From an optimization exercise on the open Yosys and OpenROAD flow, aimed at small area and a short achievable clock period; shortcuts taken in it are not production practice. Function was not checked in any run shown here: the RTL went through the layout flow alone. Power and IR drop assume default switching activity.

[flow/config.mk]
export PLATFORM = sky130hd
export DESIGN_NAME = SCPU
export DESIGN_NICKNAME = SCPU
export VERILOG_FILES = /design/flow/design.v
export SDC_FILE = /design/flow/constraint.sdc
export NUM_CORES = 8
export LEC_CHECK = 0
export CAP_MARGIN = 20
export CORE_MARGIN = 2
export CORE_UTILIZATION = 60
export SETUP_SLACK_MARGIN = 5
export SLEW_MARGIN = 20
[flow/design.v]
module SCPU(clk, rst_n, in_valid, instruction, MEM_out, busy, out_valid, out0, out1, out2, out3, out4, out5, out6, out7, out8, out9, out10, out11, out12, out13, out14, out15, WEN, ADDR, MEM_in);
input clk, rst_n, in_valid;
input [18:0] instruction;
input [15:0] MEM_out;
output busy, out_valid, WEN;
output [12:0] ADDR;
output [15:0] MEM_in;
output reg [15:0] out0, out1, out2, out3, out4, out5, out6, out7, out8, out9, out10, out11, out12, out13, out14, out15;
assign busy = 1'b0;
wire [3:0] rs_a = instruction[15:12];
wire [3:0] rt_a = instruction[11:8];
reg [15:0] rdA, rdB;
always @(*) begin
  case (rs_a)
    4'd0: rdA = out0;
    4'd1: rdA = out1;
    4'd2: rdA = out2;
    4'd3: rdA = out3;
    4'd4: rdA = out4;
    4'd5: rdA = out5;
    4'd6: rdA = out6;
    4'd7: rdA = out7;
    4'd8: rdA = out8;
    4'd9: rdA = out9;
    4'd10: rdA = out10;
    4'd11: rdA = out11;
    4'd12: rdA = out12;
    4'd13: rdA = out13;
    4'd14: rdA = out14;
    4'd15: rdA = out15;
  endcase
  case (rt_a)
    4'd0: rdB = out0;
    4'd1: rdB = out1;
    4'd2: rdB = out2;
    4'd3: rdB = out3;
    4'd4: rdB = out4;
    4'd5: rdB = out5;
    4'd6: rdB = out6;
    4'd7: rdB = out7;
    4'd8: rdB = out8;
    4'd9: rdB = out9;
    4'd10: rdB = out10;
    4'd11: rdB = out11;
    4'd12: rdB = out12;
    4'd13: rdB = out13;
    4'd14: rdB = out14;
    4'd15: rdB = out15;
  endcase
end
reg v1;
reg [2:0] op1;
reg [11:0] f1;
reg [15:0] A, B;
always @(posedge clk or negedge rst_n)
  if (!rst_n) v1 <= 1'b0; else v1 <= in_valid;
always @(posedge clk) begin
  op1 <= instruction[18:16];
  f1 <= instruction[11:0];
  A <= rdA;
  B <= rdB;
end
wire [8:0] alo_n = {1'b0, rdA[7:0]} + {1'b0, instruction[7:0]};
reg [7:0] alo;
reg ac8;
always @(posedge clk) begin alo <= alo_n[7:0]; ac8 <= alo_n[8]; end
wire [7:0] imm = f1[7:0];
wire [3:0] func = f1[3:0];
assign WEN = ~(v1 & (op1 == 3'd5));
assign ADDR = {A[12:8] + {4'b0, ac8}, alo};
assign MEM_in = B;
wire mm = (op1 == 3'd1);
wire [16:0] bx = {B, 1'b0};
wire [7:0] one, two, ng, sx, nsx;
wire [16:0] ax = {A[15], A};
assign one[0] = mm & (bx[1] ^ bx[0]);
assign two[0] = mm & ((bx[2] & ~bx[1] & ~bx[0]) | (~bx[2] & bx[1] & bx[0]));
assign ng[0] = mm & bx[2];
assign one[1] = mm & (bx[3] ^ bx[2]);
assign two[1] = mm & ((bx[4] & ~bx[3] & ~bx[2]) | (~bx[4] & bx[3] & bx[2]));
assign ng[1] = mm & bx[4];
assign one[2] = mm & (bx[5] ^ bx[4]);
assign two[2] = mm & ((bx[6] & ~bx[5] & ~bx[4]) | (~bx[6] & bx[5] & bx[4]));
assign ng[2] = mm & bx[6];
assign one[3] = mm & (bx[7] ^ bx[6]);
assign two[3] = mm & ((bx[8] & ~bx[7] & ~bx[6]) | (~bx[8] & bx[7] & bx[6]));
assign ng[3] = mm & bx[8];
assign one[4] = mm & (bx[9] ^ bx[8]);
assign two[4] = mm & ((bx[10] & ~bx[9] & ~bx[8]) | (~bx[10] & bx[9] & bx[8]));
assign ng[4] = mm & bx[10];
assign one[5] = mm & (bx[11] ^ bx[10]);
assign two[5] = mm & ((bx[12] & ~bx[11] & ~bx[10]) | (~bx[12] & bx[11] & bx[10]));
assign ng[5] = mm & bx[12];
assign one[6] = mm & (bx[13] ^ bx[12]);
assign two[6] = mm & ((bx[14] & ~bx[13] & ~bx[12]) | (~bx[14] & bx[13] & bx[12]));
assign ng[6] = mm & bx[14];
assign one[7] = mm & (bx[15] ^ bx[14]);
assign two[7] = mm & ((bx[16] & ~bx[15] & ~bx[14]) | (~bx[16] & bx[15] & bx[14]));
assign ng[7] = mm & bx[16];
wire [16:0] pp0;
assign pp0 = (({17{one[0]}} & ax) | ({17{two[0]}} & {ax[15:0], 1'b0})) ^ {17{ng[0]}};
assign sx[0] = mm & pp0[16];
assign nsx[0] = mm & ~pp0[16];
wire [16:0] pp1;
assign pp1 = (({17{one[1]}} & ax) | ({17{two[1]}} & {ax[15:0], 1'b0})) ^ {17{ng[1]}};
assign sx[1] = mm & pp1[16];
assign nsx[1] = mm & ~pp1[16];
wire [16:0] pp2;
assign pp2 = (({17{one[2]}} & ax) | ({17{two[2]}} & {ax[15:0], 1'b0})) ^ {17{ng[2]}};
assign sx[2] = mm & pp2[16];
assign nsx[2] = mm & ~pp2[16];
wire [16:0] pp3;
assign pp3 = (({17{one[3]}} & ax) | ({17{two[3]}} & {ax[15:0], 1'b0})) ^ {17{ng[3]}};
assign sx[3] = mm & pp3[16];
assign nsx[3] = mm & ~pp3[16];
wire [16:0] pp4;
assign pp4 = (({17{one[4]}} & ax) | ({17{two[4]}} & {ax[15:0], 1'b0})) ^ {17{ng[4]}};
assign sx[4] = mm & pp4[16];
assign nsx[4] = mm & ~pp4[16];
wire [16:0] pp5;
assign pp5 = (({17{one[5]}} & ax) | ({17{two[5]}} & {ax[15:0], 1'b0})) ^ {17{ng[5]}};
assign sx[5] = mm & pp5[16];
assign nsx[5] = mm & ~pp5[16];
wire [16:0] pp6;
assign pp6 = (({17{one[6]}} & ax) | ({17{two[6]}} & {ax[15:0], 1'b0})) ^ {17{ng[6]}};
assign sx[6] = mm & pp6[16];
assign nsx[6] = mm & ~pp6[16];
wire [16:0] pp7;
assign pp7 = (({17{one[7]}} & ax) | ({17{two[7]}} & {ax[15:0], 1'b0})) ^ {17{ng[7]}};
assign sx[7] = mm & pp7[16];
assign nsx[7] = mm & ~pp7[16];
wire hs0, hc0, hs1, hc1, fs0, fc0, hs2, hc2, fs1, fc1, hs3, hc3, fs2, fc2, fs3, fc3, hs4, hc4, fs4, fc4, fs5, fc5, hs5, hc5, fs6, fc6, fs7, fc7, hs6, hc6, fs8, fc8, fs9, fc9, hs7, hc7, fs10, fc10, fs11, fc11, hs8, hc8, fs12, fc12, fs13, fc13, fs14, fc14, hs9, hc9, hs10, hc10, hs11, hc11, fs15, fc15, hs12, hc12, fs16, fc16, hs13, hc13, fs17, fc17, fs18, fc18, fs19, fc19, fs20, fc20, fs21, fc21, fs22, fc22, fs23, fc23, fs24, fc24, fs25, fc25, fs26, fc26, fs27, fc27, fs28, fc28, fs29, fc29, fs30, fc30, fs31, fc31, fs32, fc32, fs33, fc33, fs34, fc34, fs35, fc35, fs36, fc36, fs37, fc37, fs38, fc38, fs39, fc39, fs40, fc40, fs41, fc41, fs42, fc42, fs43, fc43, hs14, hc14, fs44, fc44, hs15, hc15, hs16, hc16, hs17, hc17, fs45, fc45, fs46, fc46, fs47, fc47, fs48, fc48, fs49, fc49, fs50, fc50, fs51, fc51, fs52, fc52, fs53, fc53, fs54, fc54, fs55, fc55, fs56, fc56, fs57, fc57, fs58, fc58, fs59, fc59, fs60, fc60, fs61, fc61, fs62, fc62, fs63, fc63, fs64, fc64, fs65, fc65, hs18, hc18, hs19, hc19, hs20, hc20, fs66, fc66, fs67, fc67, fs68, fc68, fs69, fc69, fs70, fc70, fs71, fc71, fs72, fc72, fs73, fc73, fs74, fc74, fs75, fc75, fs76, fc76, fs77, fc77, fs78, fc78, fs79, fc79, fs80, fc80, fs81, fc81, fs82, fc82, fs83, fc83, fs84, fc84, fs85, fc85, fs86, fc86, fs87, fc87, fs88, fc88, fs89, fc89, fs90, fc90, hs21, hc21;
assign hs0 = pp0[10] ^ pp1[8];
assign hc0 = pp0[10] & pp1[8];
assign hs1 = pp0[11] ^ pp1[9];
assign hc1 = pp0[11] & pp1[9];
assign fs0 = pp0[12] ^ pp1[10] ^ pp2[8];
assign fc0 = (pp0[12] & pp1[10]) | (pp0[12] & pp2[8]) | (pp1[10] & pp2[8]);
assign hs2 = pp3[6] ^ pp4[4];
assign hc2 = pp3[6] & pp4[4];
assign fs1 = pp0[13] ^ pp1[11] ^ pp2[9];
assign fc1 = (pp0[13] & pp1[11]) | (pp0[13] & pp2[9]) | (pp1[11] & pp2[9]);
assign hs3 = pp3[7] ^ pp4[5];
assign hc3 = pp3[7] & pp4[5];
assign fs2 = pp0[14] ^ pp1[12] ^ pp2[10];
assign fc2 = (pp0[14] & pp1[12]) | (pp0[14] & pp2[10]) | (pp1[12] & pp2[10]);
assign fs3 = pp3[8] ^ pp4[6] ^ pp5[4];
assign fc3 = (pp3[8] & pp4[6]) | (pp3[8] & pp5[4]) | (pp4[6] & pp5[4]);
assign hs4 = pp6[2] ^ pp7[0];
assign hc4 = pp6[2] & pp7[0];
assign fs4 = pp0[15] ^ pp1[13] ^ pp2[11];
assign fc4 = (pp0[15] & pp1[13]) | (pp0[15] & pp2[11]) | (pp1[13] & pp2[11]);
assign fs5 = pp3[9] ^ pp4[7] ^ pp5[5];
assign fc5 = (pp3[9] & pp4[7]) | (pp3[9] & pp5[5]) | (pp4[7] & pp5[5]);
assign hs5 = pp6[3] ^ pp7[1];
assign hc5 = pp6[3] & pp7[1];
assign fs6 = sx[0] ^ pp1[14] ^ pp2[12];
assign fc6 = (sx[0] & pp1[14]) | (sx[0] & pp2[12]) | (pp1[14] & pp2[12]);
assign fs7 = pp3[10] ^ pp4[8] ^ pp5[6];
assign fc7 = (pp3[10] & pp4[8]) | (pp3[10] & pp5[6]) | (pp4[8] & pp5[6]);
assign hs6 = pp6[4] ^ pp7[2];
assign hc6 = pp6[4] & pp7[2];
assign fs8 = sx[0] ^ pp1[15] ^ pp2[13];
assign fc8 = (sx[0] & pp1[15]) | (sx[0] & pp2[13]) | (pp1[15] & pp2[13]);
assign fs9 = pp3[11] ^ pp4[9] ^ pp5[7];
assign fc9 = (pp3[11] & pp4[9]) | (pp3[11] & pp5[7]) | (pp4[9] & pp5[7]);
assign hs7 = pp6[5] ^ pp7[3];
assign hc7 = pp6[5] & pp7[3];
assign fs10 = nsx[0] ^ nsx[1] ^ pp2[14];
assign fc10 = (nsx[0] & nsx[1]) | (nsx[0] & pp2[14]) | (nsx[1] & pp2[14]);
assign fs11 = pp3[12] ^ pp4[10] ^ pp5[8];
assign fc11 = (pp3[12] & pp4[10]) | (pp3[12] & pp5[8]) | (pp4[10] & pp5[8]);
assign hs8 = pp6[6] ^ pp7[4];
assign hc8 = pp6[6] & pp7[4];
assign fs12 = mm ^ pp2[15] ^ pp3[13];
assign fc12 = (mm & pp2[15]) | (mm & pp3[13]) | (pp2[15] & pp3[13]);
assign fs13 = pp4[11] ^ pp5[9] ^ pp6[7];
assign fc13 = (pp4[11] & pp5[9]) | (pp4[11] & pp6[7]) | (pp5[9] & pp6[7]);
assign fs14 = nsx[2] ^ pp3[14] ^ pp4[12];
assign fc14 = (nsx[2] & pp3[14]) | (nsx[2] & pp4[12]) | (pp3[14] & pp4[12]);
assign hs9 = mm ^ pp3[15];
assign hc9 = mm & pp3[15];
assign hs10 = pp0[6] ^ pp1[4];
assign hc10 = pp0[6] & pp1[4];
assign hs11 = pp0[7] ^ pp1[5];
assign hc11 = pp0[7] & pp1[5];
assign fs15 = pp0[8] ^ pp1[6] ^ pp2[4];
assign fc15 = (pp0[8] & pp1[6]) | (pp0[8] & pp2[4]) | (pp1[6] & pp2[4]);
assign hs12 = pp3[2] ^ pp4[0];
assign hc12 = pp3[2] & pp4[0];
assign fs16 = pp0[9] ^ pp1[7] ^ pp2[5];
assign fc16 = (pp0[9] & pp1[7]) | (pp0[9] & pp2[5]) | (pp1[7] & pp2[5]);
assign hs13 = pp3[3] ^ pp4[1];
assign hc13 = pp3[3] & pp4[1];
assign fs17 = pp2[6] ^ pp3[4] ^ pp4[2];
assign fc17 = (pp2[6] & pp3[4]) | (pp2[6] & pp4[2]) | (pp3[4] & pp4[2]);
assign fs18 = pp5[0] ^ ng[5] ^ hs0;
assign fc18 = (pp5[0] & ng[5]) | (pp5[0] & hs0) | (ng[5] & hs0);
assign fs19 = pp2[7] ^ pp3[5] ^ pp4[3];
assign fc19 = (pp2[7] & pp3[5]) | (pp2[7] & pp4[3]) | (pp3[5] & pp4[3]);
assign fs20 = pp5[1] ^ hc0 ^ hs1;
assign fc20 = (pp5[1] & hc0) | (pp5[1] & hs1) | (hc0 & hs1);
assign fs21 = pp5[2] ^ pp6[0] ^ ng[6];
assign fc21 = (pp5[2] & pp6[0]) | (pp5[2] & ng[6]) | (pp6[0] & ng[6]);
assign fs22 = hc1 ^ fs0 ^ hs2;
assign fc22 = (hc1 & fs0) | (hc1 & hs2) | (fs0 & hs2);
assign fs23 = pp5[3] ^ pp6[1] ^ fc0;
assign fc23 = (pp5[3] & pp6[1]) | (pp5[3] & fc0) | (pp6[1] & fc0);
assign fs24 = hc2 ^ fs1 ^ hs3;
assign fc24 = (hc2 & fs1) | (hc2 & hs3) | (fs1 & hs3);
assign fs25 = ng[7] ^ fc1 ^ hc3;
assign fc25 = (ng[7] & fc1) | (ng[7] & hc3) | (fc1 & hc3);
assign fs26 = fs2 ^ fs3 ^ hs4;
assign fc26 = (fs2 & fs3) | (fs2 & hs4) | (fs3 & hs4);
assign fs27 = fc2 ^ fc3 ^ hc4;
assign fc27 = (fc2 & fc3) | (fc2 & hc4) | (fc3 & hc4);
assign fs28 = fs4 ^ fs5 ^ hs5;
assign fc28 = (fs4 & fs5) | (fs4 & hs5) | (fs5 & hs5);
assign fs29 = fc4 ^ fc5 ^ hc5;
assign fc29 = (fc4 & fc5) | (fc4 & hc5) | (fc5 & hc5);
assign fs30 = fs6 ^ fs7 ^ hs6;
assign fc30 = (fs6 & fs7) | (fs6 & hs6) | (fs7 & hs6);
assign fs31 = fc6 ^ fc7 ^ hc6;
assign fc31 = (fc6 & fc7) | (fc6 & hc6) | (fc7 & hc6);
assign fs32 = fs8 ^ fs9 ^ hs7;
assign fc32 = (fs8 & fs9) | (fs8 & hs7) | (fs9 & hs7);
assign fs33 = fc8 ^ fc9 ^ hc7;
assign fc33 = (fc8 & fc9) | (fc8 & hc7) | (fc9 & hc7);
assign fs34 = fs10 ^ fs11 ^ hs8;
assign fc34 = (fs10 & fs11) | (fs10 & hs8) | (fs11 & hs8);
assign fs35 = pp7[5] ^ fc10 ^ fc11;
assign fc35 = (pp7[5] & fc10) | (pp7[5] & fc11) | (fc10 & fc11);
assign fs36 = hc8 ^ fs12 ^ fs13;
assign fc36 = (hc8 & fs12) | (hc8 & fs13) | (fs12 & fs13);
assign fs37 = pp5[10] ^ pp6[8] ^ pp7[6];
assign fc37 = (pp5[10] & pp6[8]) | (pp5[10] & pp7[6]) | (pp6[8] & pp7[6]);
assign fs38 = fc12 ^ fc13 ^ fs14;
assign fc38 = (fc12 & fc13) | (fc12 & fs14) | (fc13 & fs14);
assign fs39 = pp4[13] ^ pp5[11] ^ pp6[9];
assign fc39 = (pp4[13] & pp5[11]) | (pp4[13] & pp6[9]) | (pp5[11] & pp6[9]);
assign fs40 = pp7[7] ^ fc14 ^ hs9;
assign fc40 = (pp7[7] & fc14) | (pp7[7] & hs9) | (fc14 & hs9);
assign fs41 = nsx[3] ^ pp4[14] ^ pp5[12];
assign fc41 = (nsx[3] & pp4[14]) | (nsx[3] & pp5[12]) | (pp4[14] & pp5[12]);
assign fs42 = pp6[10] ^ pp7[8] ^ hc9;
assign fc42 = (pp6[10] & pp7[8]) | (pp6[10] & hc9) | (pp7[8] & hc9);
assign fs43 = mm ^ pp4[15] ^ pp5[13];
assign fc43 = (mm & pp4[15]) | (mm & pp5[13]) | (pp4[15] & pp5[13]);
assign hs14 = pp6[11] ^ pp7[9];
assign hc14 = pp6[11] & pp7[9];
assign fs44 = nsx[4] ^ pp5[14] ^ pp6[12];
assign fc44 = (nsx[4] & pp5[14]) | (nsx[4] & pp6[12]) | (pp5[14] & pp6[12]);
assign hs15 = mm ^ pp5[15];
assign hc15 = mm & pp5[15];
assign hs16 = pp0[4] ^ pp1[2];
assign hc16 = pp0[4] & pp1[2];
assign hs17 = pp0[5] ^ pp1[3];
assign hc17 = pp0[5] & pp1[3];
assign fs45 = pp2[2] ^ pp3[0] ^ ng[3];
assign fc45 = (pp2[2] & pp3[0]) | (pp2[2] & ng[3]) | (pp3[0] & ng[3]);
assign fs46 = pp2[3] ^ pp3[1] ^ hc10;
assign fc46 = (pp2[3] & pp3[1]) | (pp2[3] & hc10) | (pp3[1] & hc10);
assign fs47 = ng[4] ^ hc11 ^ fs15;
assign fc47 = (ng[4] & hc11) | (ng[4] & fs15) | (hc11 & fs15);
assign fs48 = fc15 ^ hc12 ^ fs16;
assign fc48 = (fc15 & hc12) | (fc15 & fs16) | (hc12 & fs16);
assign fs49 = fc16 ^ hc13 ^ fs17;
assign fc49 = (fc16 & hc13) | (fc16 & fs17) | (hc13 & fs17);
assign fs50 = fc17 ^ fc18 ^ fs19;
assign fc50 = (fc17 & fc18) | (fc17 & fs19) | (fc18 & fs19);
assign fs51 = fc19 ^ fc20 ^ fs21;
assign fc51 = (fc19 & fc20) | (fc19 & fs21) | (fc20 & fs21);
assign fs52 = fc21 ^ fc22 ^ fs23;
assign fc52 = (fc21 & fc22) | (fc21 & fs23) | (fc22 & fs23);
assign fs53 = fc23 ^ fc24 ^ fs25;
assign fc53 = (fc23 & fc24) | (fc23 & fs25) | (fc24 & fs25);
assign fs54 = fc25 ^ fc26 ^ fs27;
assign fc54 = (fc25 & fc26) | (fc25 & fs27) | (fc26 & fs27);
assign fs55 = fc27 ^ fc28 ^ fs29;
assign fc55 = (fc27 & fc28) | (fc27 & fs29) | (fc28 & fs29);
assign fs56 = fc29 ^ fc30 ^ fs31;
assign fc56 = (fc29 & fc30) | (fc29 & fs31) | (fc30 & fs31);
assign fs57 = fc31 ^ fc32 ^ fs33;
assign fc57 = (fc31 & fc32) | (fc31 & fs33) | (fc32 & fs33);
assign fs58 = fc33 ^ fc34 ^ fs35;
assign fc58 = (fc33 & fc34) | (fc33 & fs35) | (fc34 & fs35);
assign fs59 = fc35 ^ fc36 ^ fs37;
assign fc59 = (fc35 & fc36) | (fc35 & fs37) | (fc36 & fs37);
assign fs60 = fc37 ^ fc38 ^ fs39;
assign fc60 = (fc37 & fc38) | (fc37 & fs39) | (fc38 & fs39);
assign fs61 = fc39 ^ fc40 ^ fs41;
assign fc61 = (fc39 & fc40) | (fc39 & fs41) | (fc40 & fs41);
assign fs62 = fc41 ^ fc42 ^ fs43;
assign fc62 = (fc41 & fc42) | (fc41 & fs43) | (fc42 & fs43);
assign fs63 = pp7[10] ^ fc43 ^ hc14;
assign fc63 = (pp7[10] & fc43) | (pp7[10] & hc14) | (fc43 & hc14);
assign fs64 = pp6[13] ^ pp7[11] ^ fc44;
assign fc64 = (pp6[13] & pp7[11]) | (pp6[13] & fc44) | (pp7[11] & fc44);
assign fs65 = nsx[5] ^ pp6[14] ^ pp7[12];
assign fc65 = (nsx[5] & pp6[14]) | (nsx[5] & pp7[12]) | (pp6[14] & pp7[12]);
assign hs18 = mm ^ pp6[15];
assign hc18 = mm & pp6[15];
assign hs19 = pp0[2] ^ pp1[0];
assign hc19 = pp0[2] & pp1[0];
assign hs20 = pp0[3] ^ pp1[1];
assign hc20 = pp0[3] & pp1[1];
assign fs66 = pp2[0] ^ ng[2] ^ hs16;
assign fc66 = (pp2[0] & ng[2]) | (pp2[0] & hs16) | (ng[2] & hs16);
assign fs67 = pp2[1] ^ hc16 ^ hs17;
assign fc67 = (pp2[1] & hc16) | (pp2[1] & hs17) | (hc16 & hs17);
assign fs68 = hs10 ^ hc17 ^ fs45;
assign fc68 = (hs10 & hc17) | (hs10 & fs45) | (hc17 & fs45);
assign fs69 = hs11 ^ fc45 ^ fs46;
assign fc69 = (hs11 & fc45) | (hs11 & fs46) | (fc45 & fs46);
assign fs70 = hs12 ^ fc46 ^ fs47;
assign fc70 = (hs12 & fc46) | (hs12 & fs47) | (fc46 & fs47);
assign fs71 = hs13 ^ fc47 ^ fs48;
assign fc71 = (hs13 & fc47) | (hs13 & fs48) | (fc47 & fs48);
assign fs72 = fs18 ^ fc48 ^ fs49;
assign fc72 = (fs18 & fc48) | (fs18 & fs49) | (fc48 & fs49);
assign fs73 = fs20 ^ fc49 ^ fs50;
assign fc73 = (fs20 & fc49) | (fs20 & fs50) | (fc49 & fs50);
assign fs74 = fs22 ^ fc50 ^ fs51;
assign fc74 = (fs22 & fc50) | (fs22 & fs51) | (fc50 & fs51);
assign fs75 = fs24 ^ fc51 ^ fs52;
assign fc75 = (fs24 & fc51) | (fs24 & fs52) | (fc51 & fs52);
assign fs76 = fs26 ^ fc52 ^ fs53;
assign fc76 = (fs26 & fc52) | (fs26 & fs53) | (fc52 & fs53);
assign fs77 = fs28 ^ fc53 ^ fs54;
assign fc77 = (fs28 & fc53) | (fs28 & fs54) | (fc53 & fs54);
assign fs78 = fs30 ^ fc54 ^ fs55;
assign fc78 = (fs30 & fc54) | (fs30 & fs55) | (fc54 & fs55);
assign fs79 = fs32 ^ fc55 ^ fs56;
assign fc79 = (fs32 & fc55) | (fs32 & fs56) | (fc55 & fs56);
assign fs80 = fs34 ^ fc56 ^ fs57;
assign fc80 = (fs34 & fc56) | (fs34 & fs57) | (fc56 & fs57);
assign fs81 = fs36 ^ fc57 ^ fs58;
assign fc81 = (fs36 & fc57) | (fs36 & fs58) | (fc57 & fs58);
assign fs82 = fs38 ^ fc58 ^ fs59;
assign fc82 = (fs38 & fc58) | (fs38 & fs59) | (fc58 & fs59);
assign fs83 = fs40 ^ fc59 ^ fs60;
assign fc83 = (fs40 & fc59) | (fs40 & fs60) | (fc59 & fs60);
assign fs84 = fs42 ^ fc60 ^ fs61;
assign fc84 = (fs42 & fc60) | (fs42 & fs61) | (fc60 & fs61);
assign fs85 = hs14 ^ fc61 ^ fs62;
assign fc85 = (hs14 & fc61) | (hs14 & fs62) | (fc61 & fs62);
assign fs86 = fs44 ^ fc62 ^ fs63;
assign fc86 = (fs44 & fc62) | (fs44 & fs63) | (fc62 & fs63);
assign fs87 = hs15 ^ fc63 ^ fs64;
assign fc87 = (hs15 & fc63) | (hs15 & fs64) | (fc63 & fs64);
assign fs88 = hc15 ^ fc64 ^ fs65;
assign fc88 = (hc15 & fc64) | (hc15 & fs65) | (fc64 & fs65);
assign fs89 = pp7[13] ^ fc65 ^ hs18;
assign fc89 = (pp7[13] & fc65) | (pp7[13] & hs18) | (fc65 & hs18);
assign fs90 = nsx[6] ^ pp7[14] ^ hc18;
assign fc90 = (nsx[6] & pp7[14]) | (nsx[6] & hc18) | (pp7[14] & hc18);
assign hs21 = mm ^ pp7[15];
assign hc21 = mm & pp7[15];
wire addlike = ((op1 == 3'd0) & ((func == 4'd3) | (func == 4'd4))) | (op1 == 3'd3) | (op1 == 3'd4);
wire sub = ((op1 == 3'd0) & (func == 4'd4)) | (op1 == 3'd4);
wire eq = (A == B);
wire lt = ($signed(A) < $signed(B));
wire cmp = (op1 == 3'd2) ? eq : lt;
wire iscmp = (op1 == 3'd2) | (op1 == 3'd7);
reg [15:0] sh;
always @(*) begin
  sh = 16'd0;
  if (addlike) sh = A;
  else if (op1 == 3'd0) begin
    case (func)
      4'd0: sh = A & B;
      4'd1: sh = A | B;
      4'd2: sh = A ^ B;
      default: sh = 16'd0;
    endcase
  end else if (iscmp) sh = {15'd0, cmp};
end
wire [15:0] ch0 = (op1 == 3'd0) ? B : {{8{imm[7]}}, imm};
wire [15:0] ch = addlike ? (ch0 ^ {16{sub}}) : 16'd0;
wire [15:0] sl = {{15{sub}}, sub | (iscmp & ~cmp)};
wire [15:0] cl = {15'd0, sub};
wire [31:0] aluS = {sh, sl};
wire [31:0] aluC = {ch, cl};
reg v2, we1, we2, ld2;
reg [3:0] d1, d2;
reg q0_0, q0_1, q1_0, q2_0, q2_1, q3_0, q3_1, q4_0, q4_1, q5_0, q5_1, q6_0, q6_1, q7_0, q7_1, q8_0, q8_1, q9_0, q9_1, q10_0, q10_1, q11_0, q11_1, q12_0, q12_1, q13_0, q13_1, q14_0, q14_1, q15_0, q15_1, q16_0, q16_1, q17_0, q17_1, q18_0, q18_1, q19_0, q19_1, q20_0, q20_1, q21_0, q21_1, q22_0, q22_1, q23_0, q23_1, q24_0, q24_1, q25_0, q25_1, q26_0, q26_1, q27_0, q27_1, q28_0, q28_1, q29_0, q29_1, q30_0, q30_1, q31_0, q31_1;
always @(posedge clk or negedge rst_n)
  if (!rst_n) begin v2 <= 1'b0; we1 <= 1'b0; we2 <= 1'b0; end
  else begin
    v2 <= v1;
    we1 <= v1 & (op1 != 3'd5);
    we2 <= v1 & ((op1 == 3'd1) | (op1 == 3'd2) | (op1 == 3'd7));
  end
always @(posedge clk) begin
  ld2 <= (op1 == 3'd6);
  d1 <= ((op1 == 3'd3) | (op1 == 3'd4) | (op1 == 3'd6)) ? f1[11:8] : f1[7:4];
  d2 <= f1[3:0];
  q0_0 <= pp0[0] | aluS[0];
  q0_1 <= ng[0] | aluC[0];
  q1_0 <= pp0[1] | aluS[1];
  q2_0 <= ng[1] | aluS[2];
  q2_1 <= hs19;
  q3_0 <= hc19 | aluS[3];
  q3_1 <= hs20;
  q4_0 <= hc20 | aluS[4];
  q4_1 <= fs66;
  q5_0 <= fc66 | aluS[5];
  q5_1 <= fs67;
  q6_0 <= fc67 | aluS[6];
  q6_1 <= fs68;
  q7_0 <= fc68 | aluS[7];
  q7_1 <= fs69;
  q8_0 <= fc69 | aluS[8];
  q8_1 <= fs70;
  q9_0 <= fc70 | aluS[9];
  q9_1 <= fs71;
  q10_0 <= fc71 | aluS[10];
  q10_1 <= fs72;
  q11_0 <= fc72 | aluS[11];
  q11_1 <= fs73;
  q12_0 <= fc73 | aluS[12];
  q12_1 <= fs74;
  q13_0 <= fc74 | aluS[13];
  q13_1 <= fs75;
  q14_0 <= fc75 | aluS[14];
  q14_1 <= fs76;
  q15_0 <= fc76 | aluS[15];
  q15_1 <= fs77;
  q16_0 <= fc77 | aluS[16];
  q16_1 <= fs78 | aluC[16];
  q17_0 <= fc78 | aluS[17];
  q17_1 <= fs79 | aluC[17];
  q18_0 <= fc79 | aluS[18];
  q18_1 <= fs80 | aluC[18];
  q19_0 <= fc80 | aluS[19];
  q19_1 <= fs81 | aluC[19];
  q20_0 <= fc81 | aluS[20];
  q20_1 <= fs82 | aluC[20];
  q21_0 <= fc82 | aluS[21];
  q21_1 <= fs83 | aluC[21];
  q22_0 <= fc83 | aluS[22];
  q22_1 <= fs84 | aluC[22];
  q23_0 <= fc84 | aluS[23];
  q23_1 <= fs85 | aluC[23];
  q24_0 <= fc85 | aluS[24];
  q24_1 <= fs86 | aluC[24];
  q25_0 <= fc86 | aluS[25];
  q25_1 <= fs87 | aluC[25];
  q26_0 <= fc87 | aluS[26];
  q26_1 <= fs88 | aluC[26];
  q27_0 <= fc88 | aluS[27];
  q27_1 <= fs89 | aluC[27];
  q28_0 <= fc89 | aluS[28];
  q28_1 <= fs90 | aluC[28];
  q29_0 <= fc90 | aluS[29];
  q29_1 <= hs21 | aluC[29];
  q30_0 <= nsx[7] | aluS[30];
  q30_1 <= hc21 | aluC[30];
  q31_0 <= mm | aluS[31];
  q31_1 <= aluC[31];
end
wire [31:0] fS = { q31_0 , q30_0 , q29_0 , q28_0 , q27_0 , q26_0 , q25_0 , q24_0 , q23_0 , q22_0 , q21_0 , q20_0 , q19_0 , q18_0 , q17_0 , q16_0 , q15_0 , q14_0 , q13_0 , q12_0 , q11_0 , q10_0 , q9_0 , q8_0 , q7_0 , q6_0 , q5_0 , q4_0 , q3_0 , q2_0 , q1_0 , q0_0 };
wire [31:0] fC = { q31_1 , q30_1 , q29_1 , q28_1 , q27_1 , q26_1 , q25_1 , q24_1 , q23_1 , q22_1 , q21_1 , q20_1 , q19_1 , q18_1 , q17_1 , q16_1 , q15_1 , q14_1 , q13_1 , q12_1 , q11_1 , q10_1 , q9_1 , q8_1 , q7_1 , q6_1 , q5_1 , q4_1 , q3_1 , q2_1 , 1'b0 , q0_1 };
wire [31:0] P = fS + fC;
wire [15:0] W1 = ld2 ? MEM_out : P[31:16];
wire [15:0] W2 = P[15:0];
reg out_valid_r;
assign out_valid = out_valid_r;
always @(posedge clk or negedge rst_n)
  if (!rst_n) begin
    out_valid_r <= 1'b0;
    out0 <= 16'd0;
    out1 <= 16'd0;
    out2 <= 16'd0;
    out3 <= 16'd0;
    out4 <= 16'd0;
    out5 <= 16'd0;
    out6 <= 16'd0;
    out7 <= 16'd0;
    out8 <= 16'd0;
    out9 <= 16'd0;
    out10 <= 16'd0;
    out11 <= 16'd0;
    out12 <= 16'd0;
    out13 <= 16'd0;
    out14 <= 16'd0;
    out15 <= 16'd0;
  end else begin
    out_valid_r <= v2;
    if (we2 && d2 == 4'd0) out0 <= W2; else if (we1 && d1 == 4'd0) out0 <= W1;
    if (we2 && d2 == 4'd1) out1 <= W2; else if (we1 && d1 == 4'd1) out1 <= W1;
    if (we2 && d2 == 4'd2) out2 <= W2; else if (we1 && d1 == 4'd2) out2 <= W1;
    if (we2 && d2 == 4'd3) out3 <= W2; else if (we1 && d1 == 4'd3) out3 <= W1;
    if (we2 && d2 == 4'd4) out4 <= W2; else if (we1 && d1 == 4'd4) out4 <= W1;
    if (we2 && d2 == 4'd5) out5 <= W2; else if (we1 && d1 == 4'd5) out5 <= W1;
    if (we2 && d2 == 4'd6) out6 <= W2; else if (we1 && d1 == 4'd6) out6 <= W1;
    if (we2 && d2 == 4'd7) out7 <= W2; else if (we1 && d1 == 4'd7) out7 <= W1;
    if (we2 && d2 == 4'd8) out8 <= W2; else if (we1 && d1 == 4'd8) out8 <= W1;
    if (we2 && d2 == 4'd9) out9 <= W2; else if (we1 && d1 == 4'd9) out9 <= W1;
    if (we2 && d2 == 4'd10) out10 <= W2; else if (we1 && d1 == 4'd10) out10 <= W1;
    if (we2 && d2 == 4'd11) out11 <= W2; else if (we1 && d1 == 4'd11) out11 <= W1;
    if (we2 && d2 == 4'd12) out12 <= W2; else if (we1 && d1 == 4'd12) out12 <= W1;
    if (we2 && d2 == 4'd13) out13 <= W2; else if (we1 && d1 == 4'd13) out13 <= W1;
    if (we2 && d2 == 4'd14) out14 <= W2; else if (we1 && d1 == 4'd14) out14 <= W1;
    if (we2 && d2 == 4'd15) out15 <= W2; else if (we1 && d1 == 4'd15) out15 <= W1;
  end
endmodule
[flow/standard.sh]
#!/bin/bash
# synth_recipe.tcl (not shown) runs the flow's synth.tcl, then flattens the netlist and writes it again
# the make line also repeats each setting of config.mk as NAME=value (left out here)
make -C /OpenROAD-flow-scripts/flow DESIGN_CONFIG=/design/flow/config.mk WORK_HOME=/design/flow/orfs CLKGATE_MAP_FILE= SYNTH_SCRIPT=/design/flow/synth_recipe.tcl "${@:-finish}"
[flow/flow/run.sh]
#!/bin/bash
set -euo pipefail
bash standard.sh "BUFFER_PORTS_ARGS=-buffer_cell sky130_fd_sc_hd__buf_1" finish > standard.log 2>&1
[flow/constraint.sdc]
create_clock -name core_clock -period 8.0 [get_ports {clk}]
set_input_delay 1.6000 -clock core_clock [delete_from_list [all_inputs] [get_ports {clk}]]
set_output_delay 1.6000 -clock core_clock [all_outputs]
set_load 0.01 [all_outputs]
==> impl_results.md, run 1 <==
* Status: aborted with a tool error
* Last stage: 5_1_grt
* Err: [ERROR GRT-0116] Global routing finished with congestion. Check the congestion regions in the DRC Viewer.
* Die span in x at 229 microns
* Placer Congestion at 1.19
* CTS H-tree lvls at 2
* Cts bufs inserted at 40
* Clock sinks at 389
* Mapped Cells at 3855
* Sequential element share of the synthesized area at 30.0%
* Synth Area per Inst at 7.86 sq um
* Dpl ws at 2.72 ns
* Grt ovf at 49
* CTS Hold Buffers Added at 0
* Die height at 229 microns
* Initial core utilization at 60.6%
* Placed cell count at 4611
* Row count at 82
* Syn Std Cell Area at 0.0303 sq mm
* Cell Area, Placed at 0.0324 sq mm
* Total Routing Usage GR at 80.3%
* PortBufs at 324
* Largest net degree at the start of global routing at 185
* Synthesized Nets at 4090
* Clk root buf: clkbuf_16
* Yosys cell types at 79
* Flops & latches, synth at 389
* First-pass GRT wire length at 309 mm
* Ys flop type: dfrtp_1
* I/O pin count at 326
* Yosys warns at 1
* Bufs on Longest Clock Path at 3
* Post-synth EDFFs at 0
* Detailed Place HPWL at 113 mm
* Post-synth ARST share at 67.1%
* Vias in the first global route at 43306
## cells by family after synthesis
logic type,share of synthesized area (%)
other,0.0124
adders and majority gates,10.9
buffers and inverters,6.57
xor gates and xnor gates,2.34
AOI/OAI and AO/OA,32.5
muxes,2.04
and+or+nand+nor,15.6
DFF,30.0
## timing repair
| item | 4_1_cts |
|---|---|
| resized for setup | 553 |
| pin swaps | 155 |
| hold endpoints to repair | 0 |
| setup buffers | 207 |
| endpoints found under the setup margin | 348 |
| gates cloned | 27 |
## power by group through the flow
stage	logic (mW)	clock network, mW	registers (mW)
floorplan	4.60	0	3.84
global placement	6.84	0	4.52
detailed placement	7.07	0	4.50
CTS	9.02	2.01	4.41
## cell usage after synthesis (16+ instances only)
| library cell | count | share of area, % |
|---|---|---|
| mux2i_1 | 45 | 1.5 |
| dfrtp_1 | 261 | 22 |
| xnor2_1 | 41 | 1.2 |
| maj3_1 | 18 | 0.59 |
| xor2_1 | 40 | 1.2 |
| o22ai_1 | 90 | 1.9 |
| nor3_1 | 53 | 0.88 |
| o31ai_1 | 17 | 0.42 |
| nor2_1 | 402 | 5.0 |
| o22a_1 | 16 | 0.46 |
| a221oi_1 | 60 | 1.7 |
| a221o_1 | 39 | 1.3 |
| nand2b_1 | 41 | 0.85 |
| buf_2 | 17 | 0.28 |
| o21a_1 | 40 | 0.99 |
| nor2b_1 | 18 | 0.37 |
| nand3_1 | 70 | 1.2 |
| fa_1 | 86 | 5.7 |
| and2_1 | 25 | 0.52 |
| inv_1 | 149 | 1.8 |
| a211oi_1 | 51 | 1.3 |
| o211ai_1 | 37 | 0.92 |
| nand2_1 | 398 | 4.9 |
| nand4_1 | 41 | 0.85 |
| a22oi_1 | 199 | 4.9 |
| a211o_1 | 19 | 0.55 |
| clkbuf_1 | 306 | 3.8 |
| dfxtp_1 | 128 | 8.5 |
| a21o_1 | 67 | 1.7 |
| a21oi_1 | 249 | 4.1 |
| a22o_1 | 34 | 0.98 |
| o21ai_0 | 407 | 6.7 |
| a31oi_1 | 65 | 1.3 |
| buf_1 | 31 | 0.38 |
| ha_1 | 111 | 4.6 |
## how the worst max path moves through the flow
stage	startpoint	to	slack (ns)	cells past startpoint
3_3_place_gp	instruction[12]	ac8	2.73	16
4_1_cts	instruction[15]	ac8	3.92	18
2_1_floorplan	instruction[13]	ac8	3.92	15
3_5_place_dp	instruction[14]	ac8	2.72	16
## layer usage
layer	track usage, %	overflow
met1	83.0	0
met2	94.0	24
met4	75.8	22
met3	67.2	2
met5	33.8	1
==> run 2: changes to the inputs <==
--- a/flow/config.mk
+++ b/flow/config.mk
@@ -5,8 +5,9 @@
 export SDC_FILE = /design/flow/constraint.sdc
 export NUM_CORES = 8
 export LEC_CHECK = 0
+export ABC_AREA = 1
 export CAP_MARGIN = 20
 export CORE_MARGIN = 2
-export CORE_UTILIZATION = 60
+export CORE_UTILIZATION = 40
 export SETUP_SLACK_MARGIN = 5
 export SLEW_MARGIN = 20
==> run 2 against run 1 <==
Synthesized area decreased by 5.1%; synthesized cell count increased by 5.1%; the run now finishes clean.
==> impl_results.md, run 2 <==
* Mux contribution to synthesized area at 0.109%
* Clock skew at 0.0461 ns
* RSZ-0062 raised after global routing: true
* Worst r2r path cells at 15
* FF-to-FF Start: op1[0]
* Post-synthesis adder-cell area fraction at 10.8%
* Area Growth Syn to Fin at 28.1%
* I/O pin count at 326
* Routed length per instance at 28.2 microns
* Placer Congestion at 1.06
* First-pass GRT wire length at 217 mm
* Vias in the first global route at 31175
* Largest net degree at the start of global routing at 162
* Initial antenna violation count at 9
* Mapped Cells at 4050
* Synth top cells by count: nand2_1 (933), inv_1 (753), o22ai_1 (353)
* Pwr dens at 386 mW/mm^2
* Synth area leader: dfrtp_1
* CTS tree: done
* Final number of setup-violating endpoints at 0
* Cts bufs inserted at 46
* Core area at 0.0714 sq mm
* Final Hold Vio Count at 0
* P_leak at 17.3 nW
* Ys flop type: dfrtp_1
* Clock slew at reported path FFs at 0.06 ns
* Initial core utilization at 40.3%
* TNS Setup at 0 ns
* PortBufs at 324
* Crit path to: q14_0
* Vias per Instance at 5.99
* Total Nets Final at 4728
* Min-delay worst type: reg2reg
* Worst Path Required at 8.48 ns
* CP endpoint kind: register
* CTS H-tree lvls at 2
* Tmin final at 3.79 ns
* # DRC at 0
* Die span in x at 272 microns
* Flops & latches, synth at 389
* Post-Synth Simple-Gate Area at 23.4%
* Largest family of logic cells by synthesized area: simple AND/OR/NAND/NOR gates
* Post-synth ARST share at 67.1%
* Syn Std Cell Area at 0.0287 sq mm
* Drt total wl at 155 mm
* Max_slew headroom at 18.5%
* Detailed Place HPWL at 111 mm
* Grt ovf at 0
* DRT iter0 DRCs at 3992
* Layout cell share with drive strength beyond 1 at 17.9%
* Buffers and inverters on the worst path at 6
* Final Max Slew Viols at 0
* Drt pass-1 iters at 7
* Final Util at 51.6%
* CP Launch Type: register
* CP delay by family, top: adder cells
* Fin crit share at 47.4%
* Crit Path Max Fanout at 8
* Yosys warns at 1
* Die height at 272 microns
* CP peak stage delay at 0.54 ns
* Clock sinks at 389
* Fmax at 264 MHz
* CTS Hold Buffers Added at 0
* Post-synth EDFFs at 0
* DR vias at 32895
* Synth top area share at 22.7%
* Worst Tran Pin Value at 1.22 ns
* Row count at 98
* Worst Setup SP: op1[0]
* Final ANT Viol Nets at 0
* Die Area at 0.0740 sq mm
* Synthesized Nets at 4285
* CP cell instances: inv_4 > nor2_4 > nand2_8 > buf_12 > buf_6 > nor2_4 > clkinv_4 > buf_12 > xor2_2 > fa_2 > fa_1 > fa_1 > inv_2 > fa_2 > or2_4
* Setup CP Type: reg2reg
* Commonest non-fill, non-tap cell in the layout: nand2_1
* Reg2reg end: q14_0
* Most frequent cells in the layout: nand2_1 (893), inv_1 (703), nand3_1 (324)
* Final Power at 14.2 mW
* Bufs on Longest Clock Path at 3
* Total Routing Usage GR at 40.2%
* Clk root buf: clkbuf_16
* Crit path DAT at 4.27 ns
* Critical path depth at 15
* Largest cells by area after synthesis: dfrtp_1 (23%), nand2_1 (12%), inv_1 (9.8%)
* Reg2Reg Setup Slack at 4.21 ns
* Max Cap Viol at 0
* Synth Area in XOR/XNOR at 4.57%
* Synth Area per Inst at 7.10 sq um
* Compound-Gate Fraction of Synth Area at 16.4%
* Yosys cell types at 55
* Maximum vdd ir drop at 0.233 mV
* Clk Latency, worst-skew pair at 0.62 ns
* Sequential element share of the synthesized area at 31.6%
* Count leader, synth: nand2_1
* Worst path slowest cell: fa_1
* Status: finished clean
==> run 2: cell types whose count changed after synthesis, moves of 192 or more <==
cell,previous run,this run
nand3_1,70,338
o21ai_0,407,135
nor2_1,402,210
o22ai_1,90,353
inv_1,149,753
nand2_1,398,933
a22oi_1,199,1
==> run 2: metrics by stage <==
stage / instance area [sq um] / worst slack [ns] / std cells / hold WS (ns)
global placement: 31200 / 3.04 / 5189 / 0.335
detailed placement: 31200 / 2.97 / 5189 / 0.337
finish: 36800 / 4.21 / 5488 / 0.345
CTS: 35600 / 4.29 / 5427 / 0.349
global route: 36800 / 4.12 / 5482 / 0.355
floorplan: 29200 / 4.35 / 4050 / 0.331
==> run 2: how the worst min path moves through the flow <==
stage	startpoint	to	depth (start not counted)
3_5_place_dp	v2	out_valid_r	0
6_report	v2	out_valid_r	0
2_1_floorplan	v2	out_valid_r	0
4_1_cts	v2	out_valid_r	0
5_1_grt	v2	out_valid_r	0
3_3_place_gp	v2	out_valid_r	0
==> run 2: per-layer routing <==
layer  GRT usage (%)  part of all wire [%]
met5               0                 0.038
met4            31.5                   9.8
met3            10.1                    11
met2            62.1                    44
met1            48.0                    35
==> run 2: area by class of cell <==
type | instances | area, sq um
timing repair inverter | 3 | 18.8
tap | 950 | 1190
clock inverter | 20 | 240
fill | 6998 | 34500
sequential | 389 | 9140
clock buffer | 66 | 1320
multi-input combinational | 2690 | 18000
antenna | 7 | 17.5
timing repair buffer | 573 | 3710
inverter | 790 | 3170
==> run 2: cell families (layout without fill, tap and decap cells) <==
group	Yosys count	after routing
AO/OA/AOI/OAI	740	740
XOR/XNOR	150	150
adder cells (fa/ha/maj)	197	197
buffers and inverters	973	1452
flip-flops	389	389
multiplexers	3	3
other	1	8
AND/OR/NAND/NOR	1597	1599
==> run 2: report_power, final <==
| group | switching [mW] | total, mW | internal (mW) |
|---|---|---|---|
| logic | 5.43 | 7.81 | 2.38 |
| clock network | 0.951 | 2.24 | 1.29 |
| registers | 1.33 | 4.15 | 2.82 |
| total | 7.71 | 14.2 | 6.49 |
==> run 2: repair_timing <==
| item | CTS | global route |
|---|---|---|
| buffers inserted | 146 | 53 |
| gates cloned | 6 | 0 |
| setup endpoints to repair | 130 | 224 |
| hold endpoints to repair | 0 | 0 |
| resized for setup | 363 | 165 |
| pin swaps | 122 | 85 |

static timing again, ports no longer ideal:
Ports are ideal in the flow. The routed layout listed here was re-timed in OpenROAD. Step 1: set_driving_cell puts a clkbuf_16 on clk and a buf_2 on each other input, an assumption about the parent block. Step 2 times the ports against the registers' clock, not the clock port: input delays grow and output delays shrink by t, the midpoint of the rising clock arrivals with the driver on. a / b / c = no drivers / after step 1 / after step 2; a / b = the first two.
run: run 2
t (ns): 0.667
setup WS [ns]: 4.211 / 4.211 / 3.848
latest minus earliest clock arrival (ns): 0.047 / 0.046
worst data-port slew with drivers (ns): 0.11
pins driven straight from the clock port: 1
After both steps setup and hold are still met in run 2. The setup slack of run 2 moves by 0.000 ns with the drivers and by -0.363 ns with both steps.
